What follows belongs to an exercise in optimizing a design on an open flow for small area; a production flow would make more cautious choices.
The RTL was checked by simulation tests, not by an equivalence proof against the original design.

$ cat design.v
module alu (input signed [10:0] regA, regB,  
				input [1:0] opcode,
				input clock, computestrobe,
				output reg signed[20:0] result,  
				output reg remain,  
				output reg [20:0] remainder  
				);
	reg [10:0] N, D;
	reg signed [20:0] res_t;
	reg [20:0] rem_t;
	reg signed [22:0] P;
	integer i;
	always @(posedge clock) begin
		if (computestrobe) begin
			res_t = result;
			rem_t = remainder; 
			remain <= 1'b0;
			case(opcode)
			2'b00 : begin 
				res_t = regA + regB;
			end
			2'b01 : begin
				res_t = regA - regB;
			end
			2'b10 : begin
				P = {{11{1'b0}}, regB, 1'b0};
				for (i = 11; i > 0; i = i-1) begin
					case (P [1:0]) 
						2'b01 : P[22:12] = P[22:12] + regA;
						2'b10 : P[22:12] = P[22:12] - regA;
						default: begin end
					endcase
					P = {P[22], P[22:1]};
				end
				res_t = P [21:1];
			end
			2'b11 : begin
				res_t = 21'd0;
				rem_t = 21'd0;
				N = (regA[10] == 1)? -regA: regA;
				D = (regB[10] == 1)? -regB: regB;
				if(D != 11'd0) begin  
					for (i = 10; i >= 0; i = i-1) begin
						rem_t = rem_t << 1;
						rem_t[0] = N[i];
						if (rem_t >= D) begin
							rem_t = rem_t - D;
							res_t[i] = 1'b1;
						end
					end
					if(regA[10] == 1'b1 && rem_t != 21'd0) begin  
						rem_t = D - rem_t;
						res_t = res_t + 1'b1;
					end
					res_t = ((regA[10] == 1)^(regB[10] == 1))? -res_t:res_t;
					remain <= 1'b1;
				end
			end
			default : begin	end
			endcase
			result <= res_t;
			remainder <= rem_t;
		end
	end
endmodule 
module bcdtobin (
	input [31:0] BCD,
	output reg signed [10:0] binout);
	reg signed [10:0] temp;
	always @ (*) begin
		temp = 11'd0;  
		if(BCD[3:0] < 4'b1010) begin  
			temp = temp + BCD[3:0];		
		end else if (BCD[3:0] == 4'b1110) begin  
			temp = -temp;  
		end
		if(BCD[7:4] < 4'b1010) begin  
			temp = temp + (11'd10*BCD[7:4]);		
		end else if (BCD[7:4] == 4'b1110) begin  
			temp = -temp;
		end
		if(BCD[11:8] < 4'b1010) begin  
			temp = temp + (11'd100 * BCD[11:8]);
		end else if (BCD[11:8] == 4'b1110) begin  
			temp = -temp;
		end
		if(BCD[15:12] == 4'b1110) begin  
			temp = -temp;
		end
		binout = temp;
	end
endmodule 
module bintobcd(input signed [20:0] bin,
						output reg [31:0] bcdnum);
		reg [51:0] masterreg;
		reg negative;
		integer i;
		always @(bin) begin
			masterreg = {52{1'b0}};
			negative = (bin[20] == 1)? 1'b1: 1'b0;
			masterreg[19:0] = (negative)? -bin[19:0]: bin[19:0];
			for (i = 0; i < 20; i = i + 1) begin
				if(masterreg[23:20] >= 4'd5 ) begin
				  masterreg[23:20] = masterreg[23:20] + 4'd3;
				end
				if(masterreg[27:24] >= 4'd5 ) begin
				  masterreg[27:24] = masterreg[27:24] + 4'd3;
				end
				if(masterreg[31:28] >= 4'd5 ) begin
				  masterreg[31:28] = masterreg[31:28] + 4'd3;
				end
				if(masterreg[35:32] >= 4'd5 ) begin
				  masterreg[35:32] = masterreg[35:32] + 4'd3;
				end
				if(masterreg[39:36] >= 4'd5 ) begin
				  masterreg[39:36] = masterreg[39:36] + 4'd3;
				end
				if(masterreg[43:40] >= 4'd5 ) begin
				  masterreg[43:40] = masterreg[43:40] + 4'd3;
				end
				if(masterreg[47:44] >= 4'd5 ) begin
				  masterreg[47:44] = masterreg[47:44] + 4'd3;
				end
				masterreg = masterreg << 1;
			end
			masterreg[51:48] = (negative)? 4'b1110 : 4'b1111;
			bcdnum = masterreg[51:20];
		end
	endmodule 
module numlength (input signed [20:0] binary_num,
	output reg [3:0]length);
reg signed [20:0] abs_num;
always @ (*) begin
	abs_num = (binary_num[20] == 1)? -binary_num: binary_num;
	length <= 3'd1;
	if (abs_num > 22'd9) length <= 3'd2;
	if (abs_num > 22'd99) length <= 3'd3;
	if (abs_num > 22'd999) length <= 3'd4;
	if (abs_num > 22'd9999) length <= 3'd5;
	if (abs_num > 22'd99999) length <= 3'd6;
end
endmodule
module resultformatter (input clock, remain,
					input [20:0] ALUresult, ALUremainder,
					output reg [31:0] formattedresult, 
					output reg [31:0] result_formem);
	wire [3:0] length_result, length_remainder;
	reg [31:0] temp_result, temp_result_1, temp_remainder;
	reg [3:0] result_used, result_used_1, remainder_used;
	wire [31:0] result_bcd, remainder_bcd;
	wire result_neg;
	numlength resultlength (.binary_num(ALUresult),
									.length(length_result));
	numlength remainderlength (.binary_num(ALUremainder),
										.length(length_remainder));
	bintobcd result_to_bcd(.bin(ALUresult),
									.bcdnum(result_bcd));
	bintobcd remainder_to_bcd(.bin(ALUremainder),
									.bcdnum(remainder_bcd));
	assign result_neg = ALUresult[20];
	integer i;
	reg [31:0] fr_t, fm_t;
	always @ (posedge clock) begin
		fr_t = formattedresult;
		result_used = 4'd0;
		remainder_used = 4'd0;
		temp_remainder = remainder_bcd;
		temp_result = result_bcd;
		for (i = 0; i < 8; i = i + 1) begin
			fr_t = fr_t >> 4;  
			if (remainder_used < length_remainder && remain) begin  
				fr_t[31:28] = temp_remainder[3:0];  
				temp_remainder = temp_remainder >> 4;  
				remainder_used = remainder_used + 1'd1;  
			end else if (remainder_used == length_remainder && remain) begin
				fr_t[31:28] = 4'b1010;  
				remainder_used = remainder_used + 1'd1;
			end else if (result_used < length_result) begin  
				fr_t[31:28] = temp_result[3:0];  
				temp_result = temp_result >> 4;  
				result_used = result_used + 1'd1;  
			end else if (result_used == length_result && result_neg == 1) begin  
				fr_t[31:28] = 4'b1110;  
				result_used = result_used + 1'd1;
			end else begin
				fr_t[31:28] = 4'b1111;  
			end
		end
		formattedresult <= fr_t;
	end
	always @ (posedge clock) begin
		fm_t = result_formem;
		result_used_1 = 3'd0;
		temp_result_1 = result_bcd;
		for (i = 0; i < 8; i = i + 1) begin
			fm_t = fm_t >> 4;
			if (result_used_1 < length_result && result_used_1 < 3'd3) begin  
				fm_t[31:28] = temp_result_1[3:0];
				temp_result_1 = temp_result_1 >> 4;
				result_used_1 = result_used_1 + 1'd1;
			end else begin
				fm_t[31:28] = 4'b1111;  
			end
		end
		result_formem <= fm_t;
	end
endmodule 
module control (input dig_in,
				input reset_in,
				input ex_in,
				input op_in,
				input bksp_in,
				input MS_in,
				input MR_in,
				input MC_in,
				input sub_in,
				input clock,
				input rst,
				output reg bksp_A,
				output reg bksp_B,
				output reg load_A,
				output reg load_B,
				output reg load_mem,
				output reg clear_mem,
				output reg load_A_mem,
				output reg load_B_mem,
				output reg load_op,
				output reg execute,
				output reg reset_out,
				output reg [1:0] display_select);
	parameter start = 0, op_A = 1, op_A_neg = 2, oprnd = 3, op_B = 4, op_B_neg = 5, result = 6;
	reg[2:0]state;
	always @(posedge clock) begin
		if (rst) state <= start;
		else case(state)
			start: begin
				if (sub_in) state <= op_A_neg;
				if (dig_in || MR_in) state <= op_A;
			end
			op_A: begin
				if(op_in) state <= oprnd;
				if(reset_in) state <= start;
			end
			op_A_neg: begin
				if (sub_in || bksp_in) state <= start;
				if (dig_in || MR_in) state <= op_A;
				if(reset_in) state <= start;
			end
			oprnd: begin
				if (sub_in) state <= op_B_neg;
				if(dig_in) state <= op_B;
				if(reset_in) state <= start;
			end
			op_B: begin
				if(ex_in) state <= result;
				if(reset_in) state <= start;
			end
			op_B_neg: begin
				if (sub_in || bksp_in) state <= oprnd;
				if (dig_in || MR_in) state <= op_B;
				if(reset_in) state <= start;
			end
			result: begin
				if (reset_in) state <= start;
			end
		endcase
	end
	always @(*) begin
		bksp_A <= 0;
		bksp_B <= 0;
		load_A <= 0;
		load_B <= 0;
		load_mem <= (MS_in)? 1'b1:1'b0;
		clear_mem <= (MC_in)? 1'b1:1'b0;
		load_A_mem <= 0;
		load_B_mem <= 0;
		load_op <= 0;
		execute <= 0;
		reset_out <= 0;
		case(state)
			start: begin
				if (MR_in) load_A_mem <=1;
				else if (sub_in || dig_in) load_A <= 1;
				else 	reset_out <= 1;
				display_select <= 2'b00;
			end
			op_A: begin
				if(dig_in) load_A <= 1;
				if(MR_in) load_A_mem <=1;
				if(bksp_in) bksp_A <= 1;
				if (op_in) load_op <= 1;
				display_select = 2'b00;
			end
			op_B: begin
				if(dig_in) load_B <= 1;
				if(MR_in) load_B_mem <=1;
				if(bksp_in) bksp_B <= 1;
				if(ex_in) execute <= 1;
				display_select = 2'b01;
			end
			op_A_neg: begin
				if(dig_in) load_A <= 1;
				if (sub_in || bksp_in) bksp_A <= 1'b1;
				if(MR_in) load_A_mem <=1;
				display_select = 2'b00;
			end
			op_B_neg: begin
				if(dig_in) load_B <= 1;
				if(MR_in) load_B_mem <=1;
				if (sub_in || bksp_in) bksp_B <= 1'b1;
				display_select = 2'b01;
			end
			oprnd: begin
				if (sub_in || dig_in) load_B <= 1'b1;
				display_select = 2'b01;
			end
			result: begin
				display_select = 2'b10;
			end
			default : begin
				display_select <= 2'b00;
			end
		endcase
	end
endmodule
module bcdreg (input clock,
			input rst,
			input [3:0] digit,
			input [31:0] mem,
			input load,
			input bksp,
			input clear,
			input load_mem,
			output reg [31:0] bcdreg
);
	reg [31:0] nxt;
	always @ (posedge clock) begin
			nxt = bcdreg;
			if (rst || clear) begin  
				nxt = {8{4'b1111}};
			end else if (load_mem) begin
				nxt = mem;
			end else if (bksp) begin
				nxt = nxt >> 4;
				nxt[31:28] = 4'b1111;
			end else if (load) begin
				if(nxt[11:8] == 4'b1110) begin 
					nxt[15:0] = nxt[15:0] << 4;
				end else begin
					nxt[11:0] = nxt[11:0] << 4;
				end
				nxt[3:0] = digit;
			end
		bcdreg <= nxt;
	end
endmodule 
module memreg (input clock,
			input rst,
			input [31:0] mem_input,
			input load,
			input clear,
			output reg [31:0] memreg
);
	always @ (posedge clock) begin
			if (rst || clear) begin
				memreg <= {{7{4'b1111}},4'b0000};
			end else if (load) begin
				memreg <= mem_input;
			end 
	end
endmodule 
module memmux (input [1:0] display_select,
					input [31:0] A, B, result,
					output reg [31:0] mem_input);
	always @(*) begin
		case (display_select)
			2'b00 : mem_input = A;
			2'b01 : mem_input = B;
			2'b10 : mem_input = result;
			default : mem_input = A;
		endcase
	end
endmodule 
module displaymux (input [1:0] display_select,
					input [31:0] reg_A, reg_B, reg_result,
					output reg [3:0] hex0_out, hex1_out, hex2_out, hex3_out, hex4_out, hex5_out, hex6_out, hex7_out);
	reg [31:0] selected_reg;
	always @(*) begin
		case (display_select)
			2'b00 : selected_reg = reg_A;
			2'b01 : selected_reg = reg_B;
			2'b10 : selected_reg = reg_result;
			default : selected_reg = reg_A;
		endcase
	 hex0_out = selected_reg[3:0];
	 hex1_out = selected_reg[7:4];
	 hex2_out = selected_reg[11:8];
	 hex3_out = selected_reg[15:12];
	 hex4_out = selected_reg[19:16];
	 hex5_out = selected_reg[23:20];
	 hex6_out = selected_reg[27:24];
	 hex7_out = selected_reg[31:28];
	end
endmodule 
module char_7seg( input [3:0] S,
						output reg [0:6] Display);
	always @(S)
	begin
		case (S)
		4'b0000  : Display <= 7'b0000001;  
		4'b0001  : Display <= 7'b1001111;  
		4'b0010  : Display <= 7'b0010010;  
		4'b0011  : Display <= 7'b0000110;  
		4'b0100  : Display <= 7'b1001100;  
		4'b0101  : Display <= 7'b0100100;  
		4'b0110  : Display <= 7'b0100000;  
		4'b0111  : Display <= 7'b0001111;  
		4'b1000  : Display <= 7'b0000000;  
		4'b1001  : Display <= 7'b0001100;  
		4'b1010  : Display <= 7'b1111010;  
		4'b1110  : Display <= 7'b1111110;  
		default  : Display <= 7'b1111111;  
		endcase
	end
endmodule
module inputhandler (
	input keystrobe,
	input [3:0] keycode,
	output dig_strobe,
	output reset_strobe,
	output ex_strobe,
	output op_strobe,
	output sub_strobe,
	output [3:0] dig_code,
	output [1:0] op_code);
assign dig_strobe = ((keycode < 4'b1010) && keystrobe)? 1'b1:1'b0;
assign reset_strobe = ((keycode == 4'b1010) && keystrobe)? 1'b1:1'b0;
assign ex_strobe = ((keycode == 4'b1011) && keystrobe)? 1'b1:1'b0;
assign op_strobe = ((keycode > 4'b1011) && keystrobe)? 1'b1:1'b0;
assign sub_strobe = ((keycode == 4'b1110) && keystrobe)? 1'b1:1'b0;
assign dig_code = keycode;
assign op_code = ~keycode[1:0];  
endmodule
module opreg (input load,
			input [1:0] op_code,
			input clock,
			output reg [1:0] operator);
	always @ (posedge clock) begin
		if(load)	operator <= op_code;
	end
endmodule 
module posedgetrigger (
		input clock,
		input rst,
		input signal,
		output strobe);
	reg signal_last;
	always @(posedge clock) begin
			if (rst) signal_last <= 1'b0;
			else signal_last <= signal;
	end
	assign strobe = (signal && ~signal_last)? 1'b1:1'b0;
endmodule 
module negedgetrigger (
		input clock,
		input rst,
		input signal,
		output strobe);
	reg signal_last;
	always @(posedge clock) begin
			if (rst) signal_last <= 1'b1;
			else signal_last <= signal;
	end
	assign strobe = (~signal && signal_last)? 1'b1:1'b0;
endmodule 
module PBhandler (
	input [3:0] KEY,
	input clock,
	input rst,
	output bksp_strobe,
	output MS_strobe,
	output MR_strobe,
	output MC_strobe);
negedgetrigger bksp (.clock(clock), .rst(rst), .signal(KEY[0]), .strobe(bksp_strobe));
negedgetrigger MS (.clock(clock), .rst(rst), .signal(KEY[1]), .strobe(MS_strobe));
negedgetrigger MR (.clock(clock), .rst(rst), .signal(KEY[2]), .strobe(MR_strobe));
negedgetrigger MC (.clock(clock), .rst(rst), .signal(KEY[3]), .strobe(MC_strobe));
endmodule
`default_nettype none
module calculator (input CLOCK_50,
							input RESET,
							input KEYPRESSED,
							input [3:0] KEYCODE,
							input [3:0] KEY,
							output [0:6] HEX0, HEX1, HEX2, HEX3, HEX4, HEX5, HEX6, HEX7
							);
		wire clockmain = CLOCK_50;
		wire rst = RESET;
		wire [3:0] keycode = KEYCODE;
		wire keystrobe;
		wire load_A, load_B;
		wire bksp_A, bksp_B;
		posedgetrigger keypressedge (.clock(clockmain), .rst(rst), .signal(KEYPRESSED), .strobe(keystrobe));
		wire dig_strobe, reset_strobe, ex_strobe, op_strobe, sub_strobe;
		wire [3:0] dig_code;
		wire [1:0] op_code;
		inputhandler keypad (
			.keystrobe(keystrobe),
			.keycode(keycode),
			.dig_strobe(dig_strobe),
			.reset_strobe(reset_strobe),
			.ex_strobe(ex_strobe),
			.op_strobe(op_strobe),
			.sub_strobe(sub_strobe),
			.dig_code(dig_code),
			.op_code(op_code)
		);
		wire bksp_strobe, MS_strobe, MR_strobe, MC_strobe;
		PBhandler PB (
			.KEY(KEY),
			.clock(clockmain),
			.rst(rst),
			.bksp_strobe(bksp_strobe),
			.MS_strobe(MS_strobe),
			.MR_strobe(MR_strobe),
			.MC_strobe(MC_strobe)
		);
		wire [1:0] display_select;
		wire load_op, reset_state, execute, load_A_mem, load_B_mem, load_mem, clear_mem;
		control FSM (
			.dig_in(dig_strobe),
			.reset_in(reset_strobe),
			.ex_in(ex_strobe),
			.op_in(op_strobe),
			.bksp_in(bksp_strobe),
			.MS_in(MS_strobe),
			.MR_in(MR_strobe),
			.MC_in(MC_strobe),
			.sub_in(sub_strobe),
			.clock(clockmain),
			.rst(rst),
			.bksp_A(bksp_A),
			.bksp_B(bksp_B),
			.load_A(load_A),
			.load_B(load_B),
			.load_mem(load_mem),
			.clear_mem(clear_mem),
			.load_A_mem(load_A_mem),
			.load_B_mem(load_B_mem),
			.load_op(load_op),
			.reset_out(reset_state),
			.execute(execute),  
			.display_select(display_select)
		);
		wire[31:0] reg_A, reg_B;
		wire [31:0] memory_selected, memory_stored;
		bcdreg operand_A (.clock(clockmain), .rst(rst),
							.digit(dig_code),
							.load(load_A),
							.bksp(bksp_A),
							.clear(reset_state),
							.bcdreg(reg_A),
							.mem(memory_stored),
							.load_mem(load_A_mem)
							);
		bcdreg operand_B (.clock(clockmain), .rst(rst),
							.digit(dig_code),
							.load(load_B),
							.bksp(bksp_B),
							.clear(reset_state),
							.bcdreg(reg_B),
							.mem(memory_stored),
							.load_mem(load_B_mem)
							);
		wire [1:0] operator;
		opreg op (.clock(clockmain),
			.load(load_op),
			.op_code(op_code),
			.operator(operator)
		);
		wire [10:0] reg_A_binary, reg_B_binary;
		wire [31:0] reg_result, reg_memresult;
		wire [20:0] result_bin, remainder_bin; 
		wire remain;
		bcdtobin reg_A_tobinary (.BCD(reg_A), .binout(reg_A_binary));
		bcdtobin reg_B_tobinary (.BCD(reg_B), .binout(reg_B_binary));
		alu alu_1 (.regA(reg_A_binary), 
					.regB(reg_B_binary),
					.opcode(operator),
					.clock(clockmain),
					.computestrobe(execute),
					.result(result_bin),
					.remain(remain),
					.remainder(remainder_bin));
		resultformatter resultformatter_1 (.clock(clockmain),
														.remain(remain),
														.ALUresult(result_bin),
														.ALUremainder(remainder_bin),
														.formattedresult(reg_result),
														.result_formem(reg_memresult));
		memmux memory_select (.display_select(display_select),
									.A(reg_A),
									.B(reg_B),
									.result(reg_memresult),
									.mem_input(memory_selected));
		memreg memory_register (.clock(clockmain), .rst(rst),
										.mem_input(memory_selected),
										.load(load_mem),
										.clear(clear_mem),
										.memreg(memory_stored));
		wire [3:0] hex0char_A, hex1char_A, hex2char_A, bcdneg_A;
		wire [3:0] hex0char_B, hex1char_B, hex2char_B, bcdneg_B;
		wire [3:0] hex0_out, hex1_out, hex2_out, hex3_out, hex4_out, hex5_out, hex6_out, hex7_out;
		displaymux displayMUX (.display_select(display_select),
								.reg_A(reg_A),
								.reg_B(reg_B),
								.reg_result(reg_result),
								.hex0_out(hex0_out), 
								.hex1_out(hex1_out), 
								.hex2_out(hex2_out), 
								.hex3_out(hex3_out), 
								.hex4_out(hex4_out), 
								.hex5_out(hex5_out), 
								.hex6_out(hex6_out), 
								.hex7_out(hex7_out)
								);
		char_7seg H0 (.S(hex0_out), .Display(HEX0));
		char_7seg H1 (.S(hex1_out), .Display(HEX1));
		char_7seg H2 (.S(hex2_out), .Display(HEX2));
		char_7seg H3 (.S(hex3_out), .Display(HEX3));
		char_7seg H4 (.S(hex4_out), .Display(HEX4));
		char_7seg H5 (.S(hex5_out), .Display(HEX5));
		char_7seg H6 (.S(hex6_out), .Display(HEX6));
		char_7seg H7 (.S(hex7_out), .Display(HEX7));
endmodule 
$ cat run.sh
#!/bin/bash
# synth_recipe.tcl (not shown) runs the flow's synth.tcl, then flattens the netlist and writes it again
# the make line also repeats each setting of config.mk as NAME=value (left out here)
make -C /OpenROAD-flow-scripts/flow DESIGN_CONFIG=/design/flow/config.mk WORK_HOME=/design/flow/orfs CLKGATE_MAP_FILE= SYNTH_SCRIPT=/design/flow/synth_recipe.tcl finish
$ cat config.mk
export PLATFORM = sky130hd
export DESIGN_NAME = calculator
export DESIGN_NICKNAME = calculator
export VERILOG_FILES = /design/flow/design.v
export SDC_FILE = /design/flow/constraint.sdc
export NUM_CORES = 4
export LEC_CHECK = 0
export ABC_AREA = 1
export CAP_MARGIN = 20
export CORE_MARGIN = 2
export CORE_UTILIZATION = 40
export SLEW_MARGIN = 20
$ cat constraint.sdc
create_clock -name core_clock -period 50.0 [get_ports {CLOCK_50}]
set_input_delay 10.0000 -clock core_clock [delete_from_list [all_inputs] [get_ports {CLOCK_50}]]
set_output_delay 10.0000 -clock core_clock [all_outputs]
set_load 0.01 [all_outputs]
==> run summary <==
- After synthesis the cells add up to 0.05116 mm2.
- The initial core utilization is 0.4022.
- The area of the die is 0.1308 mm2.
- In this run the clock root is driven by a sky130_fd_sc_hd__clkbuf_16.
- Post-CTS timing repair inserted 0 buffers for setup.
- The gate count after technology mapping is 8856.
- The first global-routing pass estimated 257900 um of wire.
- On the critical path, the stage with the largest delay is an instance of sky130_fd_sc_hd__nand3_1.
- The final weighted congestion of routability-driven global placement is 0.9139.
- Leaving out fill and tap cells, the most frequent cells in the layout are 2040 x sky130_fd_sc_hd__nand2_1, 1511 x sky130_fd_sc_hd__inv_1, 888 x sky130_fd_sc_hd__nor2_1, 812 x sky130_fd_sc_hd__o21ai_0, 756 x sky130_fd_sc_hd__nand3_1.
- The type of the worst setup path is reg2reg.
- Clock tree synthesis inserted a total of 28 buffers.
- The signed area change from the synthesized netlist to the final layout is 6.205%.
- The via count is 55070.
- For this block, the routed nets add up to 157800 um of wire.
- For this design the top-level I/O count stands at 67.
- The Yosys step of the flow raised 14 warnings.
- The synthesized design contains 213 register bits.
- Across the whole layout, storage elements account for 0.004715 mm2.
- The most common library cell in the layout ignoring fill and taps is sky130_fd_sc_hd__nand2_1.
- 0 antenna diodes ended up in the layout.
- The clock net in this run drives a total of 213 sinks.
- In the routed design, unresolved DRC markers number 0.
- The post-cts resize count is 0.
- The clock tree from TritonCTS is yes.
- The wire-length estimate of the detail-placed layout is 127200 um.
- Entering global routing, the biggest net connects 65 pins.
- Setup repair after global routing left no endpoint under its margin.
- The number of failing hold endpoints at the final stage is 0.
- The layout has 13600 filler cells.
- The area of combinational cells with multiple inputs is 0.03963 mm2.
- The via count of the first global-routing pass was 51310.
- Setup violations remaining at the end of the flow were counted as 0.
- In the routed layout, each cell is associated on average with a via count of 5.247.
- The smallest clock period supported by the final layout is computed as 35.69 ns.
- The required time of the worst setup path is 50.29 ns.
- In the finished design, the share of the clock period the worst path needs comes to 0.7138.
- The number of antenna violations at the first check in global routing is 1.
- The flow ran to the end and the layout has no timing, DRC or antenna violations.
- Timing would allow up to 0.02802 GHz.
- The quantity of I/O buffers inserted on ports is 66.
- The total global-route track usage is 0.2343.
- In this run the number of H-tree levels came out at 1.
- By instance count, the cell type seen most on the critical path is sky130_fd_sc_hd__nand2_1.
- Of the total synthesized cell area, the portion taken by XOR and XNOR cells is 0.05495.
- For the final routed database, the setup TNS stands at 0 ns.
- No sink is reached through more buffers than the 3 on the longest clock path.
- The average instance in the mapped netlist occupies 5.777 um2.
- The sequential element share of the synthesized area is 0.09215.
- On the final layout, the worst clock skew is 0.03338 ns.
- The insertion delay to the later sink of the worst-skew pair is 0.61 ns.
- The tightest min-delay check is of the reg2reg type.
- The number of max-cap violations is 0.
- The highest fanout seen on the critical path is 41.
- The setup slack at placement is 14.52 ns.
- Once routing completed, OpenROAD measured the worst setup slack at 14.31 ns.
- The vertical die dimension is 361.6 um.
- The clock transition at the register clock pins on the worst setup and hold paths after CTS is 0.06 ns.
- The fraction of synthesis flops using an asynchronous set or reset pin is 0.
- The detailed router finished its first iteration with 4193 violations.
- The residual antenna-violating net count after detailed routing is 0.
- The actual slew at the worst max-slew pin is 1.175 ns.
- The mux contribution to synthesized area is 0.003595.
- The tightest slew margin relative to the limit is 0.2166.
- The die span in x is 361.6 um.
- The most used flip-flop cell after synthesis is sky130_fd_sc_hd__dfxtp_1.
- The total of hold buffers inserted after clock tree synthesis is 0.
- The overall overflow remaining after global route is 0.
- STA classifies the critical path endpoint as a flip-flop.
- The number of enable flip-flop cells after synthesis is 45.
- The max-slew violation count is 0.
- The maximum cell stage delay along the critical path is 0.64 ns.
- The wire length per cell after detailed routing is 15.03 um.
- The number of detailed-routing iterations run before antenna repair is 7.
- The worst endpoint data arrival time is 35.97 ns.
- The startpoint type of the worst setup path is a flip-flop.
- The share of the synthesized area in compound gates (AO/OA/AOI/OAI) was 0.1775.
- The standard-cell row count is 131.
- The net total in the final layout is 9526.
- The adder-cell share of the synthesized area is 0.1762.
- Of the cells placed in the final design, the portion with a size suffix greater than 1 is 0.04573.
- Of the total synthesized cell area, the portion taken by AND, OR, NAND and NOR gates is 0.3603.
- The main combinational cell family by area after synthesis is simple AND/OR/NAND/NOR gates.
- After floorplanning, the core was sized to cover 0.1272 mm2.
- The count of distinct cell types in the synthesized netlist is 84.
==> per-stage QoR <==
| step | area, um2 | hold WS (ns) | instances | utilization |
|---|---|---|---|---|
| after floorplan | 51230 | 0.4506 | 8875 | - |
| after global placement | 53370 | 0.4656 | 10440 | 0.4196 |
| after detailed placement | 53390 | 0.4731 | 10450 | 0.4198 |
| after CTS | 54330 | 0.4874 | 10500 | 0.4272 |
| after global routing | 54340 | 0.5126 | 10500 | 0.4272 |
| final | 54340 | 0.4867 | 10500 | 0.4272 |
==> metal layers <==
metal / part of all wire / wire length, um / global-route usage
met3: 0.046 / 7255 / 0.01301
met5: 0.000082 / 13 / 0
met1: 0.45 / 71410 / 0.3036
met2: 0.47 / 74830 / 0.4199
met4: 0.027 / 4256 / 0.06234
==> cells by family (layout without fill, tap and decap cells) <==
family	Yosys count	in the layout
and+or+nand+nor	4195	4195
buffers and inverters	1778	1738
AOI/OAI and AO/OA	1628	1628
adders and majority gates	702	702
xor gates and xnor gates	321	321
DFF	213	213
muxes	18	18
other	1	20
==> worst paths after layout <==
check	from	endpoint	slack (ns)	depth (start not counted)
max	operand_A.bcdreg[1]	alu_1.result[18]	14.31	212
min	memory_register.memreg[16]	memory_register.memreg[16]	0.49	2
max reg2reg	operand_A.bcdreg[1]	alu_1.result[18]	14.31	212
min reg2reg	memory_register.memreg[16]	memory_register.memreg[16]	0.49	2
==> synthesized netlist by cell type (all sizes together) (5+ instances only) <==
cell	instances	area (um2)
clkbuf	140	525.5
edfxtp	45	1351
o221ai	24	210.2
nor4	16	106.4
o21bai	42	315.3
clkinv	19	77.57
o21ai	910	4614
a31oi	27	168.9
dfxtp	168	3363
a21o	10	75.07
o21a	10	75.07
or2	56	350.3
xor2	247	2163
inv	1552	5833
mux2i	15	150.1
xnor2	74	648.1
o211ai	58	435.4
nand3b	39	307.8
a21oi	390	1986
o31ai	59	442.9
nor2	929	3687
nand3	794	4217
a32o	5	50.05
nand2	2129	8362
and2	13	81.33
a211oi	26	195.2
ha	671	8396
nor3	91	471.7
o22ai	28	175.2
a31o	6	52.55
fa	31	620.6
nand4	113	740.7
o2111ai	13	113.9
buf	66	464.2
==> worst max-delay path: cells and delay by family (launching register included) <==
kind                       cells  cell delay [ns]
buffers and inverters         25             3.70
DFF                            1             0.35
and+or+nand+nor              113            14.92
muxes                          1             0.38
adders and majority gates     15             4.44
AOI/OAI and AO/OA             58            11.43
==> sequential cells by signal, indices dropped and copies added, names as in the netlist, 2 cells and up <==
signal,flops
memory_register.memreg,32
resultformatter_1.formattedresult,32
operand_A.bcdreg,32
alu_1.result,21
operand_B.bcdreg,32
alu_1.remainder,21
op.operator,2
resultformatter_1.result_formem,32
FSM.state,3
==> layout make-up <==
cell class,count,area share
Clock buffer,36,0.01515
Timing Repair Buffer,114,0.01916
Inverter,1572,0.1091
Tap cell,1662,0.03827
Multi-Input combinational cell,6884,0.7294
Clock inverter,16,0.002165
Sequential cell,213,0.08677

port drivers added, routing unchanged:
How much do the figures lean on ideal ports? The routed layout below was timed once more, with nothing changed but the port constraints. Step 1 sets driving cells, clkbuf_16 on the clock port and buf_2 on the other inputs (assumed; they add their load-dependent delay and slew). Step 2 times the ports against the registers' clock, not the clock port: input delays grow and output delays shrink by t, the midpoint of the rising clock arrivals with the driver on. Slacks: no drivers / after step 1 / after step 2; pairs: no drivers / after step 1.
t (ns): 0.659
slack for setup (ns): 14.312 / 14.312 / 14.312
latest minus earliest clock arrival (ns): 0.033 / 0.033
worst data-port slew with drivers (ns): 0.07
cell pins on the clock port's net: 1
After both steps this run still meets setup and hold. The setup slack of this run moves by 0.000 ns with the drivers and by 0.000 ns with both steps.
